Source: an optimization exercise on an open RTL-to-GDS flow (aim: small area and a short achievable clock period). Production flows keep margins and buffers that such runs may drop.
The RTL was checked by simulation tests, not by an equivalence proof against the original design.
Power and IR drop assume default switching activity.

--- flow/flow/run.sh ---
#!/bin/bash
# Own layout flow: the standard synthesis, then the combinational logic
# between the registers is mapped again by ABC (the registers, their names
# and cell types stay as the standard synthesis made them), then the standard flow's
# standard layout steps from floorplan to finish, with timing repair aiming
# past zero slack and plain buffers on the ports.
set -euo pipefail
W=$(pwd)
R=$W/orfs/results/$FLOW_PLATFORM/calc_top/base
ABC_SCRIPT="+strash;dc2;b;dch,-f;map;topo;dnsize"
ABC_SCRIPT2="+strash;dch,-f;amap;topo;dnsize"
MARGIN=13
YOSYS=yosys
[[ -x $FLOW_HOME/../tools/install/yosys/bin/yosys ]] && YOSYS=$FLOW_HOME/../tools/install/yosys/bin/yosys

bash standard.sh synth > $W/std_synth.log 2>&1
cp $R/1_2_yosys.v $W/std_netlist.v

DONT_USE=$(make -s -C $FLOW_HOME DESIGN_CONFIG=$W/config.mk WORK_HOME=$W/orfs print-DONT_USE_CELLS | sed -n 's/^DONT_USE_CELLS: *//p' | tail -1)
LIB=$(make -s -C $FLOW_HOME DESIGN_CONFIG=$W/config.mk WORK_HOME=$W/orfs print-LIB_FILES | sed -n 's/^LIB_FILES: *//p' | tail -1)
export REMAP_IN=$W/std_netlist.v REMAP_OUT=$W/remap_netlist.v REMAP_LIB="$LIB" \
       REMAP_DONT_USE="$DONT_USE" REMAP_TOP=$FLOW_TOP REMAP_SCRIPT="$ABC_SCRIPT" \
       REMAP_SCRIPT2="$ABC_SCRIPT2"
$YOSYS -c $W/flow/remap.tcl > $W/remap.log 2>&1
cp $W/remap_netlist.v $R/1_2_yosys.v
rm -f $R/1_synth.odb $R/1_synth.sdc

bash standard.sh SETUP_SLACK_MARGIN=$MARGIN SETUP_MOVE_SEQUENCE=unbuffer,sizeup,swap,buffer \
   BUFFER_PORTS_ARGS="-buffer_cell sky130_fd_sc_hd__buf_2" finish > $W/layout.log 2>&1
--- flow/flow/remap.tcl ---
# Map the standard synthesis's combinational logic again.  The cone that
# drives the outputs (the critical paths, from SW to HEX) is mapped for
# delay, the rest for area.  Registers are kept as black boxes, so their
# instances, names and cell types are untouched.
yosys -import
set lib [lindex $::env(REMAP_LIB) 0]
read_liberty -ignore_miss_func -ignore_miss_dir $lib
read_verilog $::env(REMAP_IN)
hierarchy -top $::env(REMAP_TOP)
setattr -mod -set blackbox 1 sky130_fd_sc_hd__*df*
flatten
opt_clean -purge
set du {}
foreach c $::env(REMAP_DONT_USE) { lappend du -dont_use $c }
select -set oc o:HEX* o:LEDR* %u %ci*:-sky130_fd_sc_hd__dfxtp_1:-sky130_fd_sc_hd__edfxtp_1
abc -liberty $lib {*}$du -script $::env(REMAP_SCRIPT) @oc
select -clear
abc -liberty $lib {*}$du -script $::env(REMAP_SCRIPT2)
opt_clean -purge
hilomap -singleton -hicell sky130_fd_sc_hd__conb_1 HI -locell sky130_fd_sc_hd__conb_1 LO
setundef -zero
splitnets
opt_clean -purge
insbuf -buf sky130_fd_sc_hd__buf_4 A X
read_liberty -lib -ignore_miss_func -ignore_miss_dir $lib
hierarchy -top $::env(REMAP_TOP)
tee -o remap_stat.txt stat -liberty $lib
check -assert
write_verilog -noattr -nohex -nodec $::env(REMAP_OUT)
--- flow/standard.sh ---
#!/bin/bash
# synth_recipe.tcl (not shown) runs the flow's synth.tcl, then flattens the netlist and writes it again
# the make line also repeats each setting of config.mk as NAME=value (left out here)
make -C /OpenROAD-flow-scripts/flow DESIGN_CONFIG=/design/flow/config.mk WORK_HOME=/design/flow/orfs CLKGATE_MAP_FILE= SYNTH_SCRIPT=/design/flow/synth_recipe.tcl "${@:-finish}"
--- flow/config.mk ---
export PLATFORM = sky130hd
export DESIGN_NAME = calc_top
export DESIGN_NICKNAME = calc_top
export VERILOG_FILES = /design/flow/design.v
export SDC_FILE = /design/flow/constraint.sdc
export NUM_CORES = 4
export LEC_CHECK = 0
export CAP_MARGIN = 20
export CORE_MARGIN = 2
export CORE_UTILIZATION = 65
export CTS_BUF_LIST = sky130_fd_sc_hd__clkbuf_8
export CTS_CLUSTER_DIAMETER = 40
export CTS_CLUSTER_SIZE = 16
export PLACE_DENSITY = 0.8
export SLEW_MARGIN = 20
--- flow/constraint.sdc ---
create_clock -name core_clock -period 28.0 [get_ports {clk}]
set_input_delay 5.6000 -clock core_clock [delete_from_list [all_inputs] [get_ports {clk}]]
set_output_delay 5.6000 -clock core_clock [all_outputs]
set_load 0.01 [all_outputs]
--- flow/design.v ---
module fa(
input a,input b,input ci, output s, output co
);
reg s_out,c_out;
always @(*)
begin
s_out=a^b^ci;
c_out=a&b|a&ci|b&ci;
end
assign s=s_out;
assign co=c_out;
endmodule
module add17bit_2sComp(
   input 		     [16:0]		A,
	input 		     [16:0]		B,
	input 		         		ci,
	output		     [16:0]		calculate_out
);
wire [16:0] s;
wire [16:0] co;
fa fa0(A[0],B[0],ci,s[0],co[0]);
fa fa1(A[1],B[1],co[0],s[1],co[1]);
fa fa2(A[2],B[2],co[1],s[2],co[2]);
fa fa3(A[3],B[3],co[2],s[3],co[3]);
fa fa4(A[4],B[4],co[3],s[4],co[4]);
fa fa5(A[5],B[5],co[4],s[5],co[5]);
fa fa6(A[6],B[6],co[5],s[6],co[6]);
fa fa7(A[7],B[7],co[6],s[7],co[7]);
fa fa8(A[8],B[8],co[7],s[8],co[8]);
fa fa9(A[9],B[9],co[8],s[9],co[9]);
fa fa10(A[10],B[10],co[9],s[10],co[10]);
fa fa11(A[11],B[11],co[10],s[11],co[11]);
fa fa12(A[12],B[12],co[11],s[12],co[12]);
fa fa13(A[13],B[13],co[12],s[13],co[13]);
fa fa14(A[14],B[14],co[13],s[14],co[14]);
fa fa15(A[15],B[15],co[14],s[15],co[15]);
fa fa16(A[16],B[16],co[15],s[16],co[16]);
assign calculate_out[16:0]=s;
endmodule 
module add20bit_2sComp(
   input 		     [19:0]		A,
	input 		     [19:0]		B,
	input 		         		ci,
	output		     [19:0]		calculate_out
);
wire [19:0] s;
wire [19:0] co;
fa fa0(A[0],B[0],ci,s[0],co[0]);
fa fa1(A[1],B[1],co[0],s[1],co[1]);
fa fa2(A[2],B[2],co[1],s[2],co[2]);
fa fa3(A[3],B[3],co[2],s[3],co[3]);
fa fa4(A[4],B[4],co[3],s[4],co[4]);
fa fa5(A[5],B[5],co[4],s[5],co[5]);
fa fa6(A[6],B[6],co[5],s[6],co[6]);
fa fa7(A[7],B[7],co[6],s[7],co[7]);
fa fa8(A[8],B[8],co[7],s[8],co[8]);
fa fa9(A[9],B[9],co[8],s[9],co[9]);
fa fa10(A[10],B[10],co[9],s[10],co[10]);
fa fa11(A[11],B[11],co[10],s[11],co[11]);
fa fa12(A[12],B[12],co[11],s[12],co[12]);
fa fa13(A[13],B[13],co[12],s[13],co[13]);
fa fa14(A[14],B[14],co[13],s[14],co[14]);
fa fa15(A[15],B[15],co[14],s[15],co[15]);
fa fa16(A[16],B[16],co[15],s[16],co[16]);
fa fa17(A[17],B[17],co[16],s[17],co[17]);
fa fa18(A[18],B[18],co[17],s[18],co[18]);
fa fa19(A[19],B[19],co[18],s[19],co[19]);
assign calculate_out[19:0]=s;
endmodule 
module bin2bcd
(
	input wire [9:0] bin,
	output wire [3:0] bcd2,bcd1,bcd0,
	output reg neg
);
reg [9:0] abs_bin, rem, ones;
reg [3:0] tens, honds;
always @ (*) begin
	if (bin[9] == 1'b1) 
		begin
		abs_bin = (~bin) + 10'b00_0000_0001;
		neg = 1'b1;
		end
	else 
		begin
		abs_bin = bin;
		neg = 1'b0;
		end
	if (abs_bin >= 10'd500)
		begin
		honds = 4'h5;
		rem = abs_bin - 10'd500; 
		end 
	else if (abs_bin >= 10'd400 && abs_bin < 10'd500)
	   begin
		honds = 4'h4;
		rem = abs_bin - 10'd400;
		end
	else if (abs_bin >= 10'd300 && abs_bin < 10'd400)
	   begin
		honds = 4'h3;
		rem = abs_bin - 10'd300;
		end
	else if (abs_bin >= 10'd200 && abs_bin < 10'd300)
	   begin
		honds = 4'h2;
		rem = abs_bin - 10'd200;
		end
	else if (abs_bin >= 10'd100 && abs_bin < 10'd200)
	   begin
		honds = 4'h1;
		rem = abs_bin - 10'd100;
		end
	else 
	   begin
		honds = 4'h0;
		rem = abs_bin;
		end
	if (rem >= 10'd090)
		begin
		tens = 4'h9;
		ones = rem - 10'd090;
		end
	else if (rem >= 10'd080 && rem < 10'd090)
		begin
		tens = 4'h8;
		ones = rem - 10'd080;
		end
	else if (rem >= 10'd070 && rem < 10'd080)
		begin
		tens = 4'h7;
		ones = rem - 10'd070;
		end
	else if (rem >= 10'd060 && rem < 10'd070)
		begin
		tens = 4'h6;
		ones = rem - 10'd060;
		end
	else if (rem >= 10'd050 && rem < 10'd060)
		begin
		tens = 4'h5;
		ones = rem - 10'd050;
		end
	else if (rem >= 10'd040 && rem < 10'd050)
		begin
		tens = 4'h4;
		ones = rem - 10'd040;
		end
	else if (rem >= 10'd030 && rem < 10'd040)
		begin
		tens = 4'h3;
		ones = rem - 10'd030;
		end
	else if (rem >= 10'd020 && rem < 10'd030)
		begin
		tens = 4'h2;
		ones = rem - 10'd020;
		end
	else if (rem >= 10'd010 && rem < 10'd020)
		begin
		tens = 4'h1;
		ones = rem - 10'd010;
		end
	else 
		begin
		tens = 4'h0;
		ones = rem;
		end
end
assign bcd0 = ones [3:0];
assign bcd1 = tens;
assign bcd2 = honds;
endmodule 
module edge_detection ( 
input clock, 
input input_signal, 
output reg rising_transition
);
reg n; 
wire rising_transition_c;
assign rising_transition_c = ~n & input_signal;
always @(posedge clock) begin 
n                 <= input_signal; 
rising_transition <= rising_transition_c; 
end
endmodule
module cal(
input clk,
input [1:0] KEY,
input [6:2] SW,
input [15:0] smooth_out,
output [1:0] LEDR,
output reg nothing,
output reg [9:0] BCD_in
);
reg enable1;
reg enable2;
reg state_c, state;
reg [15:0] operand1, operand2;
wire [16:0] num1, num2, num3, num4;
wire [16:0] calculate_out1, calculate_out2;
wire load, reset;
wire reset_edge, load_edge;
assign reset = ~KEY[0];
assign load = ~KEY[1];
edge_detection my_edge1(.clock(clk),.input_signal(reset),.rising_transition(reset_edge));
edge_detection my_edge2(.clock(clk),.input_signal(load),.rising_transition(load_edge));
reg [1:0] LED;
assign LEDR[1:0] = LED[1:0];
always @ (*) begin
state_c = state;
LED = 2'b01;
enable1 = 1'b0;
enable2 = 1'b0;
case (state)
1'b0:begin LED = 2'b01; if (load_edge == 1'b1) begin state_c = 1'b1; enable1 = 1'b1; end end
1'b1:begin LED = 2'b10; if (load_edge == 1'b1) begin state_c = 1'b0; enable2 = 1'b1; end end
endcase
if (reset_edge == 1'b1) begin
state_c = 1'b0;
LED = 2'b01;
end
end
always @ (posedge clk) begin
	state <= state_c;
	if (enable1 == 1'b1) begin
		operand1 <= smooth_out;
	end
	if (enable2 == 1'b1) begin
		operand2 <= smooth_out;
   end
end
parameter smooth = 5'b00_001;
parameter operand_1 = 5'b00_010;
parameter operand_2 = 5'b00_100;
parameter add = 5'b01_000;
parameter sub = 5'b10_000;
assign num1 = {operand1[15],operand1};
assign num2 = {operand2[15],operand2};
assign num3 = {operand1[15],operand1};
assign num4 = ~({operand2[15],operand2});
always @ (*) begin
	case (SW[6:2])
	smooth: begin
		BCD_in = smooth_out[9:0];
		nothing = 1'b0;
	end
	operand_1: begin
		BCD_in = operand1[9:0];
		nothing = 1'b0;
	end
	operand_2: begin
		BCD_in = operand2[9:0];
		nothing = 1'b0;
	end
	add: begin
		BCD_in = calculate_out1[9:0];
		nothing = 1'b0;
	end
	sub: begin
		BCD_in = calculate_out2[9:0];
		nothing = 1'b0;
	end
	default: begin
		BCD_in = 10'd0;
		nothing = 1'b1;
	end
	endcase
end
add17bit_2sComp my_add(.A(num1), .B(num2), .ci(1'b0), .calculate_out(calculate_out1));
add17bit_2sComp my_sub(.A(num3), .B(num4), .ci(1'b1), .calculate_out(calculate_out2));
endmodule 
module seg7(
	output		     [7:0]		HEX0,
	output		     [7:0]		HEX1,
	output		     [7:0]		HEX2,
	output		     [7:0]		HEX3,
	output		     [7:0]		HEX4,
	output		     [7:0]		HEX5,
	input                      clk,
	input                      rst,
	input                      nothing,
   input 		     [11:0]		display,
	input                      neg
);
  reg [31:0] out; 
  reg [12:0] count, count_c;  
always @(count or rst) begin
		count_c = count + 13'd1;
		if (count == 13'd4400) begin
		count_c = 13'd0;
		end
		if (rst == 1'b1) begin
		count_c = 13'd0;
		end
end
always @ (posedge clk) begin
	count <= count_c;
end
always @(*) begin
	 case (display [3:0])  
	 4'b0000: begin 
	 out [7:0] = 8'b11000000; 
	 end 
	 4'b0001: begin 
	 out [7:0] = 8'b11111001; 
	 end 
	 4'b0010: begin 
	 out [7:0] = 8'b10100100; 
	 end 
	 4'b0011: begin 
	 out [7:0] = 8'b10110000; 
	 end 
	 4'b0100: begin 
	 out [7:0] = 8'b10011001; 
	 end 
	 4'b0101: begin 
	 out [7:0]= 8'b10010010; 
	 end 
	 4'b0110: begin 
	 out [7:0]= 8'b10000010; 
	 end 
	 4'b0111: begin 
	 out [7:0]= 8'b11111000; 
	 end
	 4'b1000: begin 
	 out [7:0]= 8'b10000000; 
	 end 
	 4'b1001: begin 
	 out [7:0]= 8'b10010000; 
	 end 
	 4'b1010: begin 
	 out [7:0]= 8'b10001000; 
	 end 
	 4'b1011: begin 
	 out [7:0]= 8'b10000011; 
	 end
	 4'b1100: begin 
	 out [7:0]= 8'b11000110; 
	 end 
	 4'b1101: begin 
	 out [7:0]= 8'b10100001; 
	 end 
	 4'b1110: begin 
	 out [7:0]= 8'b10000110; 
	 end 
	 4'b1111: begin 
	 out [7:0]= 8'b10001110; 
	 end
	 default: begin 
	 out [7:0]= 8'b11111111; 
	 end 
	 endcase 
	 case (display [7:4])  
	 4'b0000: begin 
	 out [15:8]= 8'b11000000; 
	 end 
	 4'b0001: begin 
	 out [15:8]= 8'b11111001; 
	 end 
	 4'b0010: begin 
	 out [15:8]= 8'b10100100; 
	 end 
	 4'b0011: begin 
	 out [15:8]= 8'b10110000; 
	 end 
	 4'b0100: begin 
	 out [15:8]= 8'b10011001; 
	 end 
	 4'b0101: begin 
	 out [15:8]= 8'b10010010; 
	 end 
	 4'b0110: begin 
	 out [15:8]= 8'b10000010; 
	 end 
	 4'b0111: begin 
	 out [15:8]= 8'b11111000; 
	 end
	 4'b1000: begin 
	 out [15:8]= 8'b10000000; 
	 end 
	 4'b1001: begin 
	 out [15:8]= 8'b10010000; 
	 end 
	 4'b1010: begin 
	 out [15:8]= 8'b10001000; 
	 end 
	 4'b1011: begin 
	 out [15:8]= 8'b10000011; 
	 end
	 4'b1100: begin 
	 out [15:8]= 8'b11000110; 
	 end 
	 4'b1101: begin 
	 out [15:8]= 8'b10100001; 
	 end 
	 4'b1110: begin 
	 out [15:8]= 8'b10000110; 
	 end 
	 4'b1111: begin 
	 out [15:8]= 8'b10001110; 
	 end
	 default: begin 
	 out [15:8]= 8'b11111111; 
	 end 
	 endcase 
	 case (display [11:8])  
	 4'b0000: begin 
	 out [23:16]= 8'b11000000; 
	 end 
	 4'b0001: begin 
	 out [23:16]= 8'b11111001; 
	 end 
	 4'b0010: begin 
	 out [23:16]= 8'b10100100; 
	 end 
	 4'b0011: begin 
	 out [23:16]= 8'b10110000; 
	 end 
	 4'b0100: begin 
	 out [23:16]= 8'b10011001; 
	 end 
	 4'b0101: begin 
	 out [23:16]= 8'b10010010; 
	 end 
	 4'b0110: begin 
	 out [23:16]= 8'b10000010; 
	 end 
	 4'b0111: begin 
	 out [23:16]= 8'b11111000; 
	 end
	 4'b1000: begin 
	 out [23:16]= 8'b10000000; 
	 end 
	 4'b1001: begin 
	 out [23:16]= 8'b10010000; 
	 end 
	 4'b1010: begin 
	 out [23:16]= 8'b10001000; 
	 end 
	 4'b1011: begin 
	 out [23:16]= 8'b10000011; 
	 end
	 4'b1100: begin 
	 out [23:16]= 8'b11000110; 
	 end 
	 4'b1101: begin 
	 out [23:16]= 8'b10100001; 
	 end 
	 4'b1110: begin 
	 out [23:16]= 8'b10000110; 
	 end 
	 4'b1111: begin 
	 out [23:16]= 8'b10001110; 
	 end
	 default: begin 
	 out [23:16]= 8'b11111111; 
	 end 
	 endcase 
	 case (neg)
	 1'b1: begin
	 out [31:24]= 8'b10111111;
	 end
	 default: begin 
	 out [31:24]= 8'b11111111; 
	 end 
	 endcase
    if (nothing == 1'b1) begin 
	 if (count <= 13'd2200) begin
	 out [7:0] = 8'b1011_1111;
	 out[15:8] = 8'b1011_1111;
	 out[23:16] = 8'b1011_1111; 
	 out[31:24] = 8'b1011_1111;
	 end 
	 else begin
	 out [7:0] = 8'b1111_1111;
	 out[15:8] = 8'b1111_1111;
	 out[23:16] = 8'b1111_1111; 
	 out[31:24] = 8'b1111_1111;
	 end
	 end
 end 
assign HEX0[7:0]=out[7:0];
assign HEX1[7:0]=out[15:8];
assign HEX2[7:0]=out[23:16];
assign HEX3[7:0]=out[31:24];
assign HEX4[7:0]= 8'b11111111;
assign HEX5[7:0]= 8'b11111111;
endmodule
module smooth_filter(
input clk,
input reset,
input [15:0] in,
input [1:0] SW,
output [15:0] out
);
reg [6:0] count, count_c;
wire en;
always @(reset or count) begin
	if (reset == 1'b1) begin
		count_c = 7'd0;
	end
	else begin
		count_c = count + 7'd1;
	end
end
assign en = (count == 7'd99);
reg [15:0] r1, r2, r3, r4, r5, r6, r7, r8, r9, r10, r11, r12, r13, r14, r15, r16;
always @ (posedge clk) begin
	count <= count_c;
	if (en == 1'b1) begin
		r1 <= in;
		r2 <= r1;
		r3 <= r2;
		r4 <= r3;
		r5 <= r4;
		r6 <= r5;
		r7 <= r6;
		r8 <= r7;
		r9 <= r8;
		r10 <= r9;
		r11 <= r10;
		r12 <= r11;
		r13 <= r12;
		r14 <= r13;
		r15 <= r14;
		r16 <= r15;
	end
end
reg [19:0] sum;
wire [19:0] num1, num2, num3, num4, num5, num6, num7, num8;
wire [19:0] num9, num10, num11, num12, num13, num14, num15, num16;
wire ci=1'b0;
wire [19:0] calculate_out1, calculate_out2, calculate_out3, calculate_out4,
            calculate_out5, calculate_out6, calculate_out7, calculate_out8,
				calculate_out9, calculate_out10, calculate_out11, calculate_out12,
				calculate_out13, calculate_out14, calculate_out15;
assign num1 = {{4{r1[15]}},r1};
assign num2 = {{4{r2[15]}},r2};
assign num3 = {{4{r3[15]}},r3};
assign num4 = {{4{r4[15]}},r4};
assign num5 = {{4{r5[15]}},r5};
assign num6 = {{4{r6[15]}},r6};
assign num7 = {{4{r7[15]}},r7};
assign num8 = {{4{r8[15]}},r8};
assign num9 = {{4{r9[15]}},r9};
assign num10 = {{4{r10[15]}},r10};
assign num11 = {{4{r11[15]}},r11};
assign num12 = {{4{r12[15]}},r12};
assign num13 = {{4{r13[15]}},r13};
assign num14 = {{4{r14[15]}},r14};
assign num15 = {{4{r15[15]}},r15};
assign num16 = {{4{r16[15]}},r16};
always @(*) begin
	sum = num1;
	case (SW[1:0]) 
	2'b00:begin 
		sum = num1;
	end
	2'b01:begin
		sum = calculate_out1;
		sum = sum >> 1; 
	end
	2'b10:begin
		sum = calculate_out3;
		sum = sum >> 2;  
	end
	2'b11:begin
		sum = calculate_out15;
		sum = sum >> 4;  
	end
	endcase 
end
assign out = sum[15:0];
add20bit_2sComp my_adder1 (.A(num1),.B(num2),.ci(ci),.calculate_out(calculate_out1));
add20bit_2sComp my_adder2 (.A(calculate_out1),.B(num3),.ci(ci),.calculate_out(calculate_out2));
add20bit_2sComp my_adder3(.A(calculate_out2),.B(num4),.ci(ci),.calculate_out(calculate_out3));
add20bit_2sComp my_adder4(.A(calculate_out3),.B(num5),.ci(ci),.calculate_out(calculate_out4));
add20bit_2sComp my_adder5 (.A(calculate_out4),.B(num6),.ci(ci),.calculate_out(calculate_out5));
add20bit_2sComp my_adder6(.A(calculate_out5),.B(num7),.ci(ci),.calculate_out(calculate_out6));
add20bit_2sComp my_adder7(.A(calculate_out6),.B(num8),.ci(ci),.calculate_out(calculate_out7));
add20bit_2sComp my_adder8 (.A(calculate_out7),.B(num9),.ci(ci),.calculate_out(calculate_out8));
add20bit_2sComp my_adder9(.A(calculate_out8),.B(num10),.ci(ci),.calculate_out(calculate_out9));
add20bit_2sComp my_adder10(.A(calculate_out9),.B(num11),.ci(ci),.calculate_out(calculate_out10));
add20bit_2sComp my_adder11(.A(calculate_out10),.B(num12),.ci(ci),.calculate_out(calculate_out11));
add20bit_2sComp my_adder12(.A(calculate_out11),.B(num13),.ci(ci),.calculate_out(calculate_out12));
add20bit_2sComp my_adder13(.A(calculate_out12),.B(num14),.ci(ci),.calculate_out(calculate_out13));
add20bit_2sComp my_adder14(.A(calculate_out13),.B(num15),.ci(ci),.calculate_out(calculate_out14));
add20bit_2sComp my_adder15(.A(calculate_out14),.B(num16),.ci(ci),.calculate_out(calculate_out15));
endmodule 
module calc_top (
   input              clk,
   input              rst,
   input      [15:0]  data_x,
   input      [1:0]   KEY,
   input      [6:0]   SW,
   output     [7:0]   HEX0,
   output     [7:0]   HEX1,
   output     [7:0]   HEX2,
   output     [7:0]   HEX3,
   output     [7:0]   HEX4,
   output     [7:0]   HEX5,
   output     [1:0]   LEDR
   );
reg [6:0] cnt;
wire strobe = (cnt == 7'd46);
always @(posedge clk)
   cnt <= rst ? 7'd0 : {cnt[5:0], cnt[6] ^ cnt[5] ^ (cnt[5:0] == 6'd0)};
reg [13:0] n1;                  
reg [14*15-1:0] ring;           
reg [3:0]  q;                   
reg        pend;                
reg        acc;                 
reg [13:0] sa;                  
reg [11:0] sb;                  
reg [9:0]  f2, f4, f16;         
wire q_first = (q == 4'b0001);
wire q_last  = (q == 4'b1000);  
wire q_b     = (q == 4'b1110) | (q == 4'b1100) | q_last;    
wire ins = pend & q_first;
wire [13:0] tail = ring[14*15-1:14*14];
wire [13:0] sa_sum = sa + (strobe ? data_x[13:0] : acc ? tail : 14'd0);
wire [11:0] sb_sum = sb + (strobe ? data_x[11:0] : (acc & q_b) ? tail[11:0] : 12'd0);
always @(posedge clk) begin
   ring <= {ring[14*14-1:0], ins ? n1 : tail};
   if (!ins) q <= {q[2:0], q[3] ^ q[2] | q == 4'd0};
   pend <= strobe | (pend & ~ins);
   acc  <= ins | (acc & ~q_last);
   sa <= ins ? 14'd0 : sa_sum;
   sb <= ins ? 12'd0 : sb_sum;
   if (strobe) begin
      n1  <= data_x[13:0];
      f2  <= (data_x[10:0] + n1[10:0]) >> 1;
      f4  <= sb_sum[11:2];
      f16 <= sa_sum[13:4];
   end
end
reg [9:0] f;
always @(*) begin
   case (SW[1:0])
   2'b00: f = n1[9:0];
   2'b01: f = f2;
   2'b10: f = f4;
   default: f = f16;
   endcase
end
reg kn0, kn1, reset_edge, load_edge, state;
reg [9:0] op1, op2;
always @(posedge clk) begin
   kn0 <= ~KEY[0];
   kn1 <= ~KEY[1];
   reset_edge <= ~KEY[0] & ~kn0;
   load_edge  <= ~KEY[1] & ~kn1;
   if (reset_edge) state <= 1'b0;
   else if (load_edge) state <= ~state;
   if (load_edge & ~state) op1 <= f;
   if (load_edge &  state) op2 <= f;
end
assign LEDR = (reset_edge | ~state) ? 2'b01 : 2'b10;
wire [9:0] sum_v = op1 + op2;
wire [9:0] dif_v = op1 - op2;
wire [9:0] v = ({10{SW[2]}} & f)   | ({10{SW[3]}} & op1)   | ({10{SW[4]}} & op2) |
               ({10{SW[5]}} & sum_v) | ({10{SW[6]}} & dif_v);
wire nothing = (SW[6:2] != 5'b00001) & (SW[6:2] != 5'b00010) & (SW[6:2] != 5'b00100) &
               (SW[6:2] != 5'b01000) & (SW[6:2] != 5'b10000);
wire neg = v[9];
wire [4:0] hi = v[8:4] ^ {5{neg}};
reg [3:0] lo_o, hi_o, hi_t;
reg [0:0] lo_t;
reg [2:0] hi_h;
always @(*) begin
   case ({neg, v[3:0]})
   5'd0: begin lo_o = 4'd0; lo_t = 1'd0; end
   5'd1: begin lo_o = 4'd1; lo_t = 1'd0; end
   5'd2: begin lo_o = 4'd2; lo_t = 1'd0; end
   5'd3: begin lo_o = 4'd3; lo_t = 1'd0; end
   5'd4: begin lo_o = 4'd4; lo_t = 1'd0; end
   5'd5: begin lo_o = 4'd5; lo_t = 1'd0; end
   5'd6: begin lo_o = 4'd6; lo_t = 1'd0; end
   5'd7: begin lo_o = 4'd7; lo_t = 1'd0; end
   5'd8: begin lo_o = 4'd8; lo_t = 1'd0; end
   5'd9: begin lo_o = 4'd9; lo_t = 1'd0; end
   5'd10: begin lo_o = 4'd0; lo_t = 1'd1; end
   5'd11: begin lo_o = 4'd1; lo_t = 1'd1; end
   5'd12: begin lo_o = 4'd2; lo_t = 1'd1; end
   5'd13: begin lo_o = 4'd3; lo_t = 1'd1; end
   5'd14: begin lo_o = 4'd4; lo_t = 1'd1; end
   5'd15: begin lo_o = 4'd5; lo_t = 1'd1; end
   5'd16: begin lo_o = 4'd6; lo_t = 1'd1; end
   5'd17: begin lo_o = 4'd5; lo_t = 1'd1; end
   5'd18: begin lo_o = 4'd4; lo_t = 1'd1; end
   5'd19: begin lo_o = 4'd3; lo_t = 1'd1; end
   5'd20: begin lo_o = 4'd2; lo_t = 1'd1; end
   5'd21: begin lo_o = 4'd1; lo_t = 1'd1; end
   5'd22: begin lo_o = 4'd0; lo_t = 1'd1; end
   5'd23: begin lo_o = 4'd9; lo_t = 1'd0; end
   5'd24: begin lo_o = 4'd8; lo_t = 1'd0; end
   5'd25: begin lo_o = 4'd7; lo_t = 1'd0; end
   5'd26: begin lo_o = 4'd6; lo_t = 1'd0; end
   5'd27: begin lo_o = 4'd5; lo_t = 1'd0; end
   5'd28: begin lo_o = 4'd4; lo_t = 1'd0; end
   5'd29: begin lo_o = 4'd3; lo_t = 1'd0; end
   5'd30: begin lo_o = 4'd2; lo_t = 1'd0; end
   5'd31: begin lo_o = 4'd1; lo_t = 1'd0; end
   default: begin lo_o = 4'd0; lo_t = 1'd0; end
   endcase
   case (hi)
   5'd0: begin hi_o = 4'd0; hi_t = 4'd0; hi_h = 3'd0; end
   5'd1: begin hi_o = 4'd6; hi_t = 4'd1; hi_h = 3'd0; end
   5'd2: begin hi_o = 4'd2; hi_t = 4'd3; hi_h = 3'd0; end
   5'd3: begin hi_o = 4'd8; hi_t = 4'd4; hi_h = 3'd0; end
   5'd4: begin hi_o = 4'd4; hi_t = 4'd6; hi_h = 3'd0; end
   5'd5: begin hi_o = 4'd0; hi_t = 4'd8; hi_h = 3'd0; end
   5'd6: begin hi_o = 4'd6; hi_t = 4'd9; hi_h = 3'd0; end
   5'd7: begin hi_o = 4'd2; hi_t = 4'd1; hi_h = 3'd1; end
   5'd8: begin hi_o = 4'd8; hi_t = 4'd2; hi_h = 3'd1; end
   5'd9: begin hi_o = 4'd4; hi_t = 4'd4; hi_h = 3'd1; end
   5'd10: begin hi_o = 4'd0; hi_t = 4'd6; hi_h = 3'd1; end
   5'd11: begin hi_o = 4'd6; hi_t = 4'd7; hi_h = 3'd1; end
   5'd12: begin hi_o = 4'd2; hi_t = 4'd9; hi_h = 3'd1; end
   5'd13: begin hi_o = 4'd8; hi_t = 4'd0; hi_h = 3'd2; end
   5'd14: begin hi_o = 4'd4; hi_t = 4'd2; hi_h = 3'd2; end
   5'd15: begin hi_o = 4'd0; hi_t = 4'd4; hi_h = 3'd2; end
   5'd16: begin hi_o = 4'd6; hi_t = 4'd5; hi_h = 3'd2; end
   5'd17: begin hi_o = 4'd2; hi_t = 4'd7; hi_h = 3'd2; end
   5'd18: begin hi_o = 4'd8; hi_t = 4'd8; hi_h = 3'd2; end
   5'd19: begin hi_o = 4'd4; hi_t = 4'd0; hi_h = 3'd3; end
   5'd20: begin hi_o = 4'd0; hi_t = 4'd2; hi_h = 3'd3; end
   5'd21: begin hi_o = 4'd6; hi_t = 4'd3; hi_h = 3'd3; end
   5'd22: begin hi_o = 4'd2; hi_t = 4'd5; hi_h = 3'd3; end
   5'd23: begin hi_o = 4'd8; hi_t = 4'd6; hi_h = 3'd3; end
   5'd24: begin hi_o = 4'd4; hi_t = 4'd8; hi_h = 3'd3; end
   5'd25: begin hi_o = 4'd0; hi_t = 4'd0; hi_h = 3'd4; end
   5'd26: begin hi_o = 4'd6; hi_t = 4'd1; hi_h = 3'd4; end
   5'd27: begin hi_o = 4'd2; hi_t = 4'd3; hi_h = 3'd4; end
   5'd28: begin hi_o = 4'd8; hi_t = 4'd4; hi_h = 3'd4; end
   5'd29: begin hi_o = 4'd4; hi_t = 4'd6; hi_h = 3'd4; end
   5'd30: begin hi_o = 4'd0; hi_t = 4'd8; hi_h = 3'd4; end
   5'd31: begin hi_o = 4'd6; hi_t = 4'd9; hi_h = 3'd4; end
   default: begin hi_o = 4'd0; hi_t = 4'd0; hi_h = 3'd0; end
   endcase
end
wire [4:0] os = hi_o + lo_o;
wire c1 = os >= 5'd10;
wire [3:0] o = c1 ? os - 5'd10 : os;
wire [4:0] ts = hi_t + lo_t + c1;
wire c2 = ts >= 5'd10;
wire [3:0] t = c2 ? ts - 5'd10 : ts;
wire [2:0] h = hi_h + c2;
function [6:0] seg;
   input [3:0] d;
   case (d)
   4'd0: seg = 7'h40;
   4'd1: seg = 7'h79;
   4'd2: seg = 7'h24;
   4'd3: seg = 7'h30;
   4'd4: seg = 7'h19;
   4'd5: seg = 7'h12;
   4'd6: seg = 7'h02;
   4'd7: seg = 7'h78;
   4'd8: seg = 7'h00;
   default: seg = 7'h10;
   endcase
endfunction
reg        dash;
reg [11:0] bk;
wire bk_end = dash ? (bk == 12'd2371) : (bk == 12'd3233);
always @(posedge clk) begin
   if (rst) dash <= 1'b1;
   else if (bk_end) dash <= ~dash;
   bk <= (rst | bk_end) ? 12'd0 : {bk[10:0], ~(bk[11] ^ bk[10] ^ bk[9] ^ bk[3])};
end
wire [6:0] blank = dash ? 7'h3f : 7'h7f;
assign HEX0 = {1'b1, nothing ? blank : seg(o)};
assign HEX1 = {1'b1, nothing ? blank : seg(t)};
assign HEX2 = {1'b1, nothing ? blank : seg({1'b0, h})};
assign HEX3 = {1'b1, nothing ? blank : (neg ? 7'h3f : 7'h7f)};
assign HEX4 = 8'hff;
assign HEX5 = 8'hff;
endmodule
==> reports/results.txt, run 1 <==
Final Hold Fails -> 0
ANT nets after route -> 0
Avg WL per Cell -> 15.1 um
DRT iter0 DRCs -> 762
Area post-placement -> 12300 um^2
Power, Total -> 926 uW
Largest net degree at the start of global routing -> 50
Nature of the critical path endpoint -> output pin
CTS H-tree lvls -> 1
Hold slack -> 0.314 ns
Clock root buffer -> clkbuf_8
Residual DRC -> 0
Worst Path Arrival -> 9.23 ns
Cell Pwr Density -> 69.2 nW/um^2
Flop pwr share -> 53.0%
Fmax -> 67.4 MHz
Die Y -> 139 um
Final wirelength -> 24000 um
Initial core utilization -> 66.1%
Number of global-route vias before repair -> 8408
Post-cts hold buffer count -> 0
Worst Hold Class -> reg -> reg
Drt via density -> 5.60
CTS sink cnt -> 331
Crit path largest cell delay -> 0.30 ns
Logic pwr share -> 17.0%
Area Overhead vs Synth -> 13.0%
Die ar. -> 19300 um^2
Die X -> 139 um
CTS Buffer Depth -> 3
CTS buffer count -> 31
Sw Share -> 28.8%
Final setup violation count -> 0
Critical path data required time -> 22.40 ns
Site Rows -> 49
GRT overflow -> 0
GRT Util Overall -> 24.0%
Final period utilization -> 53.0%
Cells after Synth -> 1232
CP Launch Type -> input port
Yosys warns -> 1
TNS Setup -> 0 ns
R2R Setup Slk -> 21.91 ns
Status -> no timing/DRC/antenna violations
CTS tree -> done
Nets@finish -> 1364
Share of layout cells above drive strength 1 -> 13.4%
Most frequent cells in the layout -> 263 x dfxtp_1, 168 x nand2_1, 134 x nor2_1
RSZ-0062 raised after global routing -> no
WS Path Type -> in -> out
Core ar. -> 17900 um^2
Minimum clock period -> 14.83 ns
Register area -> 7310 um^2
TritonRoute pass-1 iters -> 5
Placer's final routability congestion estimate -> 0.946
Max cap viols -> 0
First-pass GRT wire length -> 38600 um
Pint -> 660 uW
Worst-path maximum fanout -> 13
Worst-margin pin slew -> 1.02 ns
Slew Viols, Final -> 0
Initial antenna violation count -> 1
Crit-path cells -> buf_4, a21oi_1, a22oi_2, a221oi_2, o211ai_1, buf_4, buf_4, buf_4, nor2_1, o22ai_1, nand4_1, a21boi_2, o211ai_1, buf_4, nand3_2, nand2_2, a31oi_4, a31oi_4, buf_4, nand3_1, nand2_1, buf_2
Filler cells -> 1279
Commonest non-fill, non-tap cell in the layout -> dfxtp_1
I/O pin count -> 77
Avg Inst Size Synth -> 9.61 um^2
Hpwl dp -> 16200 um
Final Instance Area -> 13400 um^2
Slowest CP cell -> a221oi_2
VDD IR-drop max -> 64.0 uV
Via count -> 8900
Critical Path Most Common Cell -> buf_4
Clock power share -> 29.9%
Relative slew slack -> 31.6%
Worst skew pair latency -> 0.57 ns
Clock transition at path regs -> 0.09 ns
Sw Pwr -> 267 uW
Port Buffers -> 48
Leakage -> 5.18 nW
Post-Syn Area -> 11800 um^2
Area of the multi-input gates -> 4250 um^2
Clock Skews -> 0.0149 ns
-- timing repair --
action,in CTS,in global routing
setup endpoints to repair,21,19
setup buffers,8,13
resized for setup,39,34
pin swaps,6,13
-- final cells by class --
type / instances / area share, %
multi-input cells: 779 / 31.8
clock buffers: 32 / 3.29
flip-flops and latches: 331 / 54.6
inverters: 122 / 3.57
clock inverters: 23 / 1.34
diodes: 1 / 0.0187
well taps: 229 / 2.14
repair buffers: 72 / 3.21
-- metal layers --
| layer | global-route usage (%) | part of all wire [%] | vias up | wire [um] |
|---|---|---|---|---|
| met5 | 0 | 0 | - | 0 |
| met4 | 9.04 | 2.8 | 0 | 682 |
| met3 | 3.69 | 5.8 | 62 | 1400 |
| met2 | 39.8 | 48 | 266 | 11400 |
| met1 | 32.3 | 44 | 4117 | 10500 |
| li1 | - | - | 4455 | - |
-- critical path: cells and delay by family --
kind | cells | cell delay [ns]
AOI/OAI and AO/OA | 9 | 1.81
buffers and inverters | 7 | 1.14
and+or+nand+nor | 6 | 0.65
-- path summary, 6_finish.rpt --
kind,start,endpoint,cells past startpoint
setup / recovery,SW[1],HEX2[2],22
hold / removal,ring[109]$_DFF_P_,ring[123]$_DFF_P_,0
setup reg to reg,cnt[0]$_SDFF_PP0_,sb[11]$_SDFF_PP0_,28
hold reg to reg,ring[109]$_DFF_P_,ring[123]$_DFF_P_,0
-- per-stage QoR --
| stage | std cells | utilization (%) | worst slack [ns] |
|---|---|---|---|
| 6_report | 1589 | 74.7 | 13.17 |
| 5_1_grt | 1589 | 74.7 | 12.92 |
| 4_1_cts | 1575 | 73.4 | 13.00 |
| 3_5_place_dp | 1512 | 68.7 | 11.41 |
| 3_3_place_gp | 1512 | 68.7 | 11.56 |
| 2_1_floorplan | 1257 | - | 13.21 |
-- sequential cells by signal, indices dropped and copies added (netlist names) --
register,cells
kn0,1
f4,10
kn1,1
f16,10
sa,14
acc,1
op1,10
sb,12
reset_edge,1
q,4
state,1
load_edge,1
ring,210
dash,1
op2,10
bk,12
pend,1
n1,14
f2,10
cnt,7
-- power by group through the flow --
stage	sequential [mW]	combinational (mW)	clock, mW
floorplan	0.502	0.102	0
global placement	0.502	0.130	0
detailed placement	0.502	0.133	0
CTS	0.491	0.141	0.284
global route	0.492	0.172	0.303
finish	0.491	0.158	0.277
==> run 2: changes to the inputs <==
--- a/flow/flow/run.sh
+++ b/flow/flow/run.sh
@@ -27,3 +27,3 @@
 
-bash standard.sh SETUP_SLACK_MARGIN=$MARGIN SETUP_MOVE_SEQUENCE=unbuffer,sizeup,swap,buffer \
+bash standard.sh SETUP_SLACK_MARGIN=$MARGIN SKIP_GATE_CLONING=1 \
    BUFFER_PORTS_ARGS="-buffer_cell sky130_fd_sc_hd__buf_2" finish > $W/layout.log 2>&1
==> run 2 against run 1 <==
Largest cell class unchanged. Count of clock-buffer cells in the layout unchanged. Cell count unchanged. Routed wire length unchanged. Critical path type unchanged. Critical endpoint unchanged.
==> reports/results.txt, run 2 <==
CTS sink cnt -> 331
Worst Path Arrival -> 9.23 ns
Initial core utilization -> 66.1%
CP Launch Type -> input port
CTS Buffer Depth -> 3
Site Rows -> 49
Worst-margin pin slew -> 1.02 ns
Final period utilization -> 53.0%
Residual DRC -> 0
Clock transition at path regs -> 0.09 ns
Final Hold Fails -> 0
Die Y -> 139 um
Die ar. -> 19300 um^2
Port Buffers -> 48
Clock root buffer -> clkbuf_8
CTS H-tree lvls -> 1
WS Path Type -> in -> out
RSZ-0062 raised after global routing -> no
Placer's final routability congestion estimate -> 0.946
Area Overhead vs Synth -> 13.0%
Area post-placement -> 12300 um^2
Commonest non-fill, non-tap cell in the layout -> dfxtp_1
CTS buffer count -> 31
CTS tree -> done
Register area -> 7310 um^2
Cells after Synth -> 1232
Worst Hold Class -> reg -> reg
Area of the multi-input gates -> 4250 um^2
Drt via density -> 5.60
Yosys warns -> 1
Number of global-route vias before repair -> 8408
Core ar. -> 17900 um^2
Post-Syn Area -> 11800 um^2
VDD IR-drop max -> 64.0 uV
DRT iter0 DRCs -> 762
Most frequent cells in the layout -> 263 x dfxtp_1, 168 x nand2_1, 134 x nor2_1
Power, Total -> 926 uW
Pre-CTS WS -> 11.41 ns
GRT Util Overall -> 24.0%
Worst skew pair latency -> 0.57 ns
Share of layout cells above drive strength 1 -> 13.4%
Most flop-heavy register -> ring
Final wirelength -> 24000 um
Largest net degree at the start of global routing -> 50
Avg WL per Cell -> 15.1 um
Final setup violation count -> 0
Nature of the critical path endpoint -> output pin
Via count -> 8900
GRT overflow -> 0
Critical path data required time -> 22.40 ns
Setup ws final -> 13.17 ns
Final Instance Area -> 13400 um^2
Hpwl dp -> 16200 um
Post-cts hold buffer count -> 0
ANT nets after route -> 0
TritonRoute pass-1 iters -> 5
Slew Viols, Final -> 0
Fmax -> 67.4 MHz
Largest registers -> ring (210), n1 (14), sa (14)
Cell Pwr Density -> 69.2 nW/um^2
Leakage -> 5.18 nW
Max cap viols -> 0
Minimum clock period -> 14.83 ns
Nets@finish -> 1364
Worst-path maximum fanout -> 13
Max reg flops -> 210
First-pass GRT wire length -> 38600 um
Status -> no timing/DRC/antenna violations
Core Util, Final -> 74.7%
Hold slack -> 0.314 ns
Finished Layout Cells -> 1589
Initial antenna violation count -> 1
I/O pin count -> 77
Placed insts -> 1512
Relative slew slack -> 31.6%
Die X -> 139 um
Avg Inst Size Synth -> 9.61 um^2
Clock Skews -> 0.0149 ns
TNS Setup -> 0 ns
Filler cells -> 1279
-- run 2: layout make-up --
type,instances,share of cell area (%)
diodes,1,0.0187
well taps,229,2.14
multi-input cells,779,31.8
inverters,122,3.57
repair buffers,72,3.21
clock inverters,23,1.34
clock buffers,32,3.29
flip-flops and latches,331,54.6
-- run 2: worst max-delay path: stages --
cell      delay, ns
buf_4          0.18
a21oi_1        0.22
a22oi_2        0.17
a221oi_2       0.30
o211ai_1       0.17
buf_4          0.18
buf_4          0.15
buf_4          0.15
nor2_1         0.15
o22ai_1        0.16
nand4_1        0.18
a21boi_2       0.25
o211ai_1       0.13
buf_4          0.18
nand3_2        0.11
nand2_2        0.09
a31oi_4        0.26
a31oi_4        0.15
buf_4          0.16
nand3_1        0.07
nand2_1        0.05
buf_2          0.14
-- run 2: path summary, 6_finish.rpt --
check,slack [ns],start,cells past startpoint,endpoint
min reg2reg,0.31,ring[109]$_DFF_P_,0,ring[123]$_DFF_P_
min,0.31,ring[109]$_DFF_P_,0,ring[123]$_DFF_P_
max,13.17,SW[1],22,HEX2[2]
max reg2reg,21.91,cnt[0]$_SDFF_PP0_,28,sb[11]$_SDFF_PP0_
-- run 2: repair_timing --
item | CTS | global route
buffers inserted | 8 | 13
pin swaps | 6 | 13
gates resized for setup | 39 | 34
setup endpoints to repair | 21 | 19
-- run 2: layer usage --
metal  share of wire, %  track usage (%)  up-vias
met5                  0                0        -
met2                 48             39.8      266
li1                   -                -     4455
met3                5.8             3.69       62
met4                2.8             9.04        0
met1                 44             32.3     4117
-- run 2: power breakdown --
group          total [mW]  internal, mW  switching, mW
Sequential          0.491         0.489        0.00214
Clock               0.277         0.114          0.163
Combinational       0.158        0.0564          0.101
Total               0.926         0.660          0.267
==> run 3: changes to the inputs <==
--- a/flow/flow/run.sh
+++ b/flow/flow/run.sh
@@ -27,3 +27,3 @@
 
-bash standard.sh SETUP_SLACK_MARGIN=$MARGIN SKIP_GATE_CLONING=1 \
+bash standard.sh SETUP_SLACK_MARGIN=$MARGIN \
    BUFFER_PORTS_ARGS="-buffer_cell sky130_fd_sc_hd__buf_2" finish > $W/layout.log 2>&1
--- a/flow/config.mk
+++ b/flow/config.mk
@@ -10,3 +10,3 @@
 export CORE_UTILIZATION = 65
-export CTS_BUF_LIST = sky130_fd_sc_hd__clkbuf_8
+export CTS_BUF_LIST = sky130_fd_sc_hd__clkbuf_4 sky130_fd_sc_hd__clkbuf_8
 export CTS_CLUSTER_DIAMETER = 40
==> run 3 against run 2 <==
Largest cell class unchanged. Routed wire length shrank 0.36%. Largest power group unchanged. Hold slack lost 0.00069 ns. Setup slack lost 0.0054 ns. Register-to-register slack gained 0.02 ns. Cell count is the same. Sequential share of layout area shrank 0.061 points. Sequential power is essentially flat.
==> reports/results.txt, run 3 <==
Initial antenna violation count -> 1
CTS H-tree lvls -> 1
Core Util, Final -> 74.8%
Hpwl dp -> 16200 um
Final Instance Area -> 13400 um^2
I/O pin count -> 77
R2R depth -> 28
Avg WL per Cell -> 15.1 um
Final Hold Fails -> 0
Relative slew slack -> 33.6%
Sw Share -> 28.6%
First-pass GRT wire length -> 38600 um
Filler cells -> 1276
Most flop-heavy register -> ring
Slew Viols, Final -> 0
WS Path Type -> in -> out
Power, Total -> 931 uW
CTS Buffer Depth -> 3
Final period utilization -> 53.0%
Critical Path Most Common Cell -> buf_4
Share of layout cells above drive strength 1 -> 13.7%
Residual DRC -> 0
Status -> no timing/DRC/antenna violations
Worst reg2reg endpoint -> sb[11]$_SDFF_PP0_
DRT iter0 DRCs -> 773
Largest registers -> ring (210), n1 (14), sa (14)
Worst-margin pin slew -> 0.992 ns
Hold path depth -> 0
Logic pwr share -> 16.9%
Final setup violation count -> 0
Most frequent cells in the layout -> 263 x dfxtp_1, 168 x nand2_1, 134 x nor2_1
Max reg flops -> 210
Core ar. -> 17900 um^2
Pint -> 665 uW
Worst skew pair latency -> 0.57 ns
Die ar. -> 19300 um^2
CTS buffer count -> 31
Number of global-route vias before repair -> 8412
Clock root buffer -> clkbuf_8
Avg Inst Size Synth -> 9.61 um^2
CTS tree -> done
Largest net degree at the start of global routing -> 50
Nature of the critical path endpoint -> output pin
Worst Path Arrival -> 9.23 ns
GRT overflow -> 0
R2R Setup Slk -> 21.93 ns
GRT Util Overall -> 24.0%
CP Launch Type -> input port
Post-cts hold buffer count -> 0
Sw Pwr -> 266 uW
Crit-path cells -> buf_4, inv_8, a21oi_2, a22oi_2, nand2_1, o221ai_1, a31oi_1, nand2_2, buf_4, a31oi_4, nor2_2, nand4_1, nand3_2, a211oi_2, nand4_1, a21oi_2, buf_4, xnor3_1, nand2_1, nand3_1, a31o_2, buf_2
Worst-path maximum fanout -> 13
Min-delay src -> ring[109]$_DFF_P_
VDD IR-drop max -> 63.9 uV
Initial core utilization -> 66.1%
Placer's final routability congestion estimate -> 0.946
Clock transition at path regs -> 0.09 ns
Fmax -> 67.4 MHz
Crit path largest cell delay -> 0.27 ns
Yosys warns -> 1
Minimum clock period -> 14.83 ns
Cell Pwr Density -> 69.5 nW/um^2
Commonest non-fill, non-tap cell in the layout -> dfxtp_1
RSZ-0062 raised after global routing -> no
Critical path data required time -> 22.40 ns
Site Rows -> 49
CTS sink cnt -> 331
Die X -> 139 um
Area of the multi-input gates -> 4250 um^2
Flop pwr share -> 52.7%
Drt via density -> 5.61
Slowest CP cell -> a211oi_2
Area post-placement -> 12300 um^2
Final wirelength -> 23900 um
Nets@finish -> 1364
Worst Hold Class -> reg -> reg
Cells after Synth -> 1232
Area Overhead vs Synth -> 13.2%
Port Buffers -> 48
Die Y -> 139 um
Hold endpoint -> ring[123]$_DFF_P_
Hold slack -> 0.313 ns
Post-Syn Area -> 11800 um^2
R2R Path Start -> cnt[0]$_SDFF_PP0_
Clock Skews -> 0.0175 ns
ANT nets after route -> 0
TritonRoute pass-1 iters -> 5
Via count -> 8921
Register area -> 7310 um^2
Clock power share -> 30.4%
Max cap viols -> 0
TNS Setup -> 0 ns
Leakage -> 5.18 nW
run 3: power groups by stage:
stage	Sequential [mW]	Combinational, mW	Clock (mW)
2_1_floorplan	0.502	0.102	0
3_3_place_gp	0.502	0.130	0
3_5_place_dp	0.502	0.133	0
4_1_cts	0.491	0.141	0.290
5_1_grt	0.492	0.172	0.308
6_report	0.491	0.157	0.283
run 3: worst max-delay path: cells and delay by family:
family / cells / cell delay, ns
compound gates: 8 / 1.63
xor+xnor: 1 / 0.26
buf+inv: 5 / 0.75
simple gates: 8 / 0.98
run 3: metrics by stage:
step	worst slack (ns)	instances
after floorplan	13.21	1257
after global placement	11.56	1512
after detailed placement	11.41	1512
after CTS	13.00	1575
after global routing	12.92	1589
final	13.17	1589
run 3: layout make-up:
| class | instances | share of cell area [%] |
|---|---|---|
| diodes | 1 | 0.0187 |
| clock buffers | 36 | 3.51 |
| clock inverters | 19 | 1.22 |
| inverters | 122 | 3.57 |
| multi-input cells | 779 | 31.8 |
| flip-flops and latches | 331 | 54.6 |
| well taps | 229 | 2.14 |
| repair buffers | 72 | 3.21 |
run 3: layer usage:
metal  track usage [%]  vias up  part of all wire (%)
met5                 0        -                     0
met4              9.04        0                   2.9
li1                  -     4461                     -
met2              39.8      299                    48
met1              32.2     4092                    43
met3              3.69       69                   6.3
run 3: worst max path at each step:
| stage | depth (start not counted) | from | slack, ns | end |
|---|---|---|---|---|
| 2_1_floorplan | 18 | SW[0] | 13.21 | HEX2[5] |
| 3_3_place_gp | 21 | SW[0] | 11.56 | HEX2[3] |
| 3_5_place_dp | 20 | SW[0] | 11.41 | HEX1[0] |
| 4_1_cts | 20 | SW[1] | 13.00 | HEX2[3] |
| 5_1_grt | 22 | SW[1] | 12.92 | HEX2[2] |
| 6_report | 22 | SW[1] | 13.17 | HEX1[0] |
run 3: repair_timing:
| item | in CTS | in global routing |
|---|---|---|
| resized for setup | 39 | 34 |
| pin swaps | 6 | 13 |
| setup buffers | 8 | 13 |
| cloned | 0 | 0 |
| endpoints found under the hold margin | 0 | 0 |
| endpoints found under the setup margin | 21 | 19 |
==> run 4: changes to the inputs <==
--- a/flow/config.mk
+++ b/flow/config.mk
@@ -9,4 +9,4 @@
 export CORE_MARGIN = 2
-export CORE_UTILIZATION = 65
-export CTS_BUF_LIST = sky130_fd_sc_hd__clkbuf_4 sky130_fd_sc_hd__clkbuf_8
+export CORE_UTILIZATION = 60
+export CTS_BUF_LIST = sky130_fd_sc_hd__clkbuf_8
 export CTS_CLUSTER_DIAMETER = 40
==> run 4 against run 3 <==
Global-route usage shrank 1.2 points. Sequential cell count is the same. Fmax is essentially flat. Hold slack gained 0.00063 ns. Non-clock buffer count shrank 1. Cell count grew 2.3%. Critical path type unchanged. Largest cell class unchanged. Highest routed layer is now met5.
==> reports/results.txt, run 4 <==
Status -> no timing/DRC/antenna violations
Final wirelength -> 24200 um
Core ar. -> 19400 um^2
Worst Hold Class -> reg -> reg
Top Layer Used -> met5
Flop pwr share -> 51.6%
CTS H-tree lvls -> 1
Most frequent cells in the layout -> 263 x dfxtp_1, 169 x nand2_1, 136 x nor2_1
Via count -> 8965
Logic pwr share -> 17.3%
Clock root buffer -> clkbuf_8
Largest registers -> ring (210), n1 (14), sa (14)
R2R depth -> 28
Met1 WL -> 10500 um
Slew Viols, Final -> 0
First-pass GRT wire length -> 38200 um
Fmax -> 67.5 MHz
Met3 WL -> 1400 um
Post-cts hold buffer count -> 0
Number of global-route vias before repair -> 8126
Clock Skews -> 0.0189 ns
Final period utilization -> 52.9%
Worst-path maximum fanout -> 19
Avg WL per Cell -> 14.9 um
Cells after Synth -> 1232
Drt via density -> 5.51
Critical path data required time -> 22.40 ns
Met2 routed WL -> 11600 um
Hold slack -> 0.314 ns
Worst skew pair latency -> 0.58 ns
R2R Path Start -> cnt[0]$_SDFF_PP0_
RSZ-0062 raised after global routing -> no
Avg Inst Size Synth -> 9.61 um^2
GRT overflow -> 0
I/O pin count -> 77
Site Rows -> 51
Nature of the critical path endpoint -> output pin
Hpwl dp -> 16000 um
Setup ws final -> 13.18 ns
DRT iter0 DRCs -> 467
Worst reg2reg endpoint -> sb[11]$_SDFF_PP0_
Die Y -> 144 um
TNS Setup -> 0 ns
CTS Buffer Depth -> 3
Sw Pwr -> 268 uW
CP endpoint -> HEX1[3]
Minimum clock period -> 14.82 ns
Die X -> 144 um
TritonRoute pass-1 iters -> 6
WS Path Type -> in -> out
Crit. Startpoint -> SW[0]
R2R Setup Slk -> 21.92 ns
Nets@finish -> 1363
Clock transition at path regs -> 0.09 ns
Cell Pwr Density -> 70.0 nW/um^2
Largest net degree at the start of global routing -> 50
Power, Total -> 951 uW
Final setup violation count -> 0
Initial antenna violation count -> 2
CTS buffer count -> 30
Leakage -> 5.27 nW
Placer's final routability congestion estimate -> 0.904
Yosys warns -> 1
Share of layout cells above drive strength 1 -> 13.4%
Max cap viols -> 0
Initial core utilization -> 61.0%
Final Hold Fails -> 0
Port Buffers -> 48
Pint -> 683 uW
Worst Path Arrival -> 9.22 ns
Die ar. -> 20900 um^2
ANT nets after route -> 0
CTS sink cnt -> 331
CTS tree -> done
Relative slew slack -> 30.4%
CP Launch Type -> input port
Sw Share -> 28.1%
VDD IR-drop max -> 57.3 uV
GRT Util Overall -> 22.8%
Post-Syn Area -> 11800 um^2
Clock power share -> 31.1%
Residual DRC -> 0
Most flop-heavy register -> ring
Area Overhead vs Synth -> 14.7%
Max reg flops -> 210
Pre-CTS WS -> 11.42 ns
Commonest non-fill, non-tap cell in the layout -> dfxtp_1
Worst-margin pin slew -> 1.04 ns
run 4: through the flow:
| step | util (%) | area (um^2) | cells |
|---|---|---|---|
| floorplan | - | 11900 | 1257 |
| global placement | 63.6 | 12300 | 1548 |
| detailed placement | 63.6 | 12300 | 1548 |
| CTS | 67.8 | 13200 | 1605 |
| global route | 70.0 | 13600 | 1626 |
| finish | 70.0 | 13600 | 1626 |
run 4: area by class of cell:
class | count | area (um^2)
Clock buffer | 30 | 413
Multi-Input combinational cell | 780 | 4360
Clock inverter | 26 | 246
Timing Repair Buffer | 71 | 433
Inverter | 122 | 484
Fill cell | 1471 | 5820
Antenna cell | 1 | 2.50
Tap cell | 265 | 332
Sequential cell | 331 | 7310
run 4: worst min-delay path by stage:
| stage | slack, ns | cells past startpoint | end | startpoint |
|---|---|---|---|---|
| global placement | 0.31 | 0 | ring[41]$_DFF_P_ | ring[27]$_DFF_P_ |
| floorplan | 0.31 | 0 | ring[100]$_DFF_P_ | ring[86]$_DFF_P_ |
| finish | 0.31 | 0 | ring[87]$_DFF_P_ | ring[73]$_DFF_P_ |
| global route | 0.32 | 0 | ring[87]$_DFF_P_ | ring[73]$_DFF_P_ |
| detailed placement | 0.31 | 0 | ring[120]$_DFF_P_ | ring[106]$_DFF_P_ |
| CTS | 0.31 | 0 | ring[143]$_DFF_P_ | ring[129]$_DFF_P_ |
run 4: what timing repair did:
action	4_1_cts	5_1_grt
gates resized for setup	37	57
setup buffers	1	18
pin swaps	3	16
setup endpoints to repair	21	21
cloned	0	2
run 4: power by group through the flow:
stage                     sequential [mW]  combinational [mW]  clock [mW]
final                               0.491               0.164       0.296
after global routing                0.492               0.182       0.323
after CTS                           0.491               0.139       0.303
after detailed placement            0.502               0.132           0
after global placement              0.502               0.130           0
after floorplan                     0.502               0.102           0
run 4: layer usage:
| metal | GRT usage, % | vias up |
|---|---|---|
| met5 | 0 | - |
| met4 | 7.26 | 2 |
| met3 | 3.61 | 60 |
| met2 | 38.6 | 269 |
| met1 | 30.3 | 4178 |
| li1 | - | 4456 |
run 4: worst max-delay path, cell delays in order:
cell	delay, ns
buf_8	0.15
clkinv_8	0.10
nand2_1	0.08
a22oi_2	0.27
nand2_1	0.08
o221ai_1	0.12
a31oi_2	0.09
nand2_2	0.17
nand4_1	0.28
nand2_1	0.29
o21ai_0	0.18
nand3_1	0.19
nand2_1	0.07
nand2_1	0.10
nand4_1	0.20
nand2_2	0.19
nand3_4	0.12
nand2_4	0.13
nand3_4	0.12
buf_4	0.17
nand4_1	0.11
nand4_1	0.14
nand3_1	0.09
nand2_1	0.04
buf_2	0.14
==> run 5: changes to the inputs <==
--- a/flow/config.mk
+++ b/flow/config.mk
@@ -9,3 +9,3 @@
 export CORE_MARGIN = 2
-export CORE_UTILIZATION = 60
+export CORE_UTILIZATION = 70
 export CTS_BUF_LIST = sky130_fd_sc_hd__clkbuf_8
@@ -13,3 +13,3 @@
 export CTS_CLUSTER_SIZE = 16
-export PLACE_DENSITY = 0.8
+export PLACE_DENSITY = 0.85
 export SLEW_MARGIN = 20
==> run 5 against run 4 <==
Still clean on timing, DRC and antenna. Largest power group unchanged. Global-route usage increased by 7.5 points. Highest routed layer unchanged. Die area decreased by 14%. Fmax decreased by 0.34%.
==> reports/results.txt, run 5 <==
Port Buffers -> 48
Minimum clock period -> 14.88 ns
Max cap viols -> 0
Most flop-heavy register -> ring
Setup ws final -> 13.12 ns
Worst reg2reg endpoint -> sb[11]$_SDFF_PP0_
Hold endpoint -> ring[193]$_DFF_P_
Status -> no timing/DRC/antenna violations
Avg Inst Size Synth -> 9.61 um^2
Final Hold Fails -> 0
CTS sink cnt -> 331
Worst Path Arrival -> 9.28 ns
DRT iter0 DRCs -> 698
Clock Skews -> 0.0360 ns
Cell Pwr Density -> 71.8 nW/um^2
Final period utilization -> 53.1%
Die ar. -> 18000 um^2
Yosys warns -> 1
Number of global-route vias before repair -> 8750
Most frequent cells in the layout -> 263 x dfxtp_1, 170 x nand2_1, 136 x nor2_1
Final setup violation count -> 0
Largest net degree at the start of global routing -> 50
Largest registers -> ring (210), n1 (14), sa (14)
Fmax -> 67.2 MHz
ANT nets after route -> 0
Max reg flops -> 210
Final wirelength -> 27400 um
Worst skew pair latency -> 0.55 ns
Nets@finish -> 1359
Worst Hold Class -> reg -> reg
Leakage -> 5.21 nW
Worst-margin pin slew -> 1.04 ns
Cells after Synth -> 1232
Die X -> 134 um
Clock root buffer -> clkbuf_8
Avg WL per Cell -> 17.4 um
RSZ-0062 raised after global routing -> yes
WS Path Type -> in -> out
Finished Layout Cells -> 1578
R2R depth -> 29
Residual DRC -> 0
Critical path data required time -> 22.40 ns
Die Y -> 134 um
CTS buffer count -> 34
I/O pin count -> 77
Hold path depth -> 0
Min-delay src -> ring[179]$_DFF_P_
Via count -> 9264
Relative slew slack -> 30.4%
CTS H-tree lvls -> 2
Final Instance Area -> 13400 um^2
Area Overhead vs Synth -> 13.2%
Post-cts hold buffer count -> 0
CP Launch Type -> input port
R2R Path Start -> cnt[0]$_SDFF_PP0_
Worst-path maximum fanout -> 19
Post-Syn Area -> 11800 um^2
Share of layout cells above drive strength 1 -> 13.0%
Nature of the critical path endpoint -> output pin
Drt via density -> 5.87
Core ar. -> 16600 um^2
Power, Total -> 963 uW
Commonest non-fill, non-tap cell in the layout -> dfxtp_1
CTS Buffer Depth -> 3
CTS tree -> done
Site Rows -> 47
First-pass GRT wire length -> 43000 um
VDD IR-drop max -> 80.3 uV
Clock transition at path regs -> 0.11 ns
Placer's final routability congestion estimate -> 0.908
Pre-CTS WS -> 11.43 ns
TNS Setup -> 0 ns
Hpwl dp -> 17200 um
Filler cells -> 1005
Slew Viols, Final -> 0
TritonRoute pass-1 iters -> 6
Placed insts -> 1503
R2R Setup Slk -> 21.70 ns
Initial core utilization -> 71.4%
Initial antenna violation count -> 2
GRT Util Overall -> 30.3%
Area post-placement -> 12300 um^2
GRT overflow -> 0
## run 5: cell count changes in the layout (fill, tap and decap cells not counted), moves of 3 or more
cell      before  now
a31oi_1       18   21
a31oi_2        4    1
buf_4         22   16
clkbuf_8      30   36
inv_1         10    5
nand3_4        4    1
## run 5: worst max-delay path, cell delays in order
cell and delay (ns):
buf_6 0.19, inv_8 0.09, a21oi_1 0.16, a22oi_1 0.13
a221oi_1 0.31, nand3_1 0.19, nor2_1 0.26, o21ai_0 0.16
o311ai_0 0.14, o21ai_1 0.23, a211oi_2 0.32, nand4_1 0.22
a21oi_2 0.28, buf_4 0.16, nand3_1 0.10, a21oi_2 0.21
nor3_1 0.09, or2_2 0.27, buf_2 0.14
## run 5: layout make-up
class	count	area (um^2)	share of cell area [%]
Antenna cell	1	2.50	0.0187
Clock buffer	36	495	3.70
Clock inverter	25	209	1.56
Inverter	122	479	3.58
Multi-Input combinational cell	779	4260	31.8
Sequential cell	331	7310	54.5
Tap cell	220	275	2.05
Timing Repair Buffer	64	373	2.78
## run 5: metal layers
layer	share of wire, %	vias up	GRT usage [%]
met5	0.026	-	0
met4	3.0	2	12.0
met3	7.0	91	5.82
met2	50	415	52.3
met1	39	4305	37.8
li1	-	4451	-
## run 5: where the power goes
| part | internal (mW) | switching (mW) | total, mW |
|---|---|---|---|
| sequential | 0.489 | 0.00230 | 0.491 |
| combinational | 0.0550 | 0.101 | 0.156 |
| clock | 0.138 | 0.177 | 0.316 |
## run 5: worst max-delay path by stage
stage,startpoint,end,slack (ns)
final,SW[0],HEX0[1],13.12
after global routing,SW[0],HEX0[3],12.90
after CTS,SW[1],HEX2[3],13.00
after detailed placement,SW[0],HEX2[3],11.43
after global placement,SW[0],HEX1[0],11.50
after floorplan,SW[0],HEX2[5],13.21
## run 5: metrics by stage
| stage | util, % | hold slack [ns] |
|---|---|---|
| floorplan | - | 0.310 |
| global placement | 74.1 | 0.310 |
| detailed placement | 74.1 | 0.312 |
| CTS | 79.4 | 0.321 |
| global route | 80.8 | 0.320 |
| finish | 80.8 | 0.319 |
## run 5: repair_timing
action                                  CTS  global route
buffers inserted                          5             8
endpoints found under the hold margin     0             0
pin swaps                                 4            11
gates resized for setup                  37            37
endpoints found under the setup margin   21            21
gates cloned                              0             0

separate check: timing with driven ports:
Ports are ideal in the flow. The routed layouts listed here were re-timed in OpenROAD.
Step 1 sets driving cells, clkbuf_16 on the clock port and buf_2 on the other inputs (assumed; they add their load-dependent delay and slew).
Step 2 times the ports against the registers' clock, not the clock port: input delays grow and output delays shrink by t, the midpoint of the rising clock arrivals with the driver on.
Slacks: no drivers / after step 1 / after step 2; pairs: no drivers / after step 1.
run	t (ns)	slack for setup (ns)	worst setup path at the end	worst register clock-pin slew, ns	worst data-port slew with drivers (ns)
run 1	0.602	13.174 / 13.136 / 13.136	input to output	0.09 / 0.09	0.07
run 2	0.602	13.174 / 13.136 / 13.136	input to output	0.09 / 0.09	0.07
run 3	0.601	13.168 / 13.122 / 13.122	input to output	0.09 / 0.09	0.07
run 4	0.618	13.175 / 13.082 / 13.082	input to output	0.10 / 0.10	0.09
run 5	0.581	13.125 / 13.071 / 13.071	input to output	0.11 / 0.11	0.07
After both steps setup and hold are still met in every run listed. The setup slack of run 4, which loses most, moves by -0.093 ns with the drivers and by -0.093 ns with both steps.
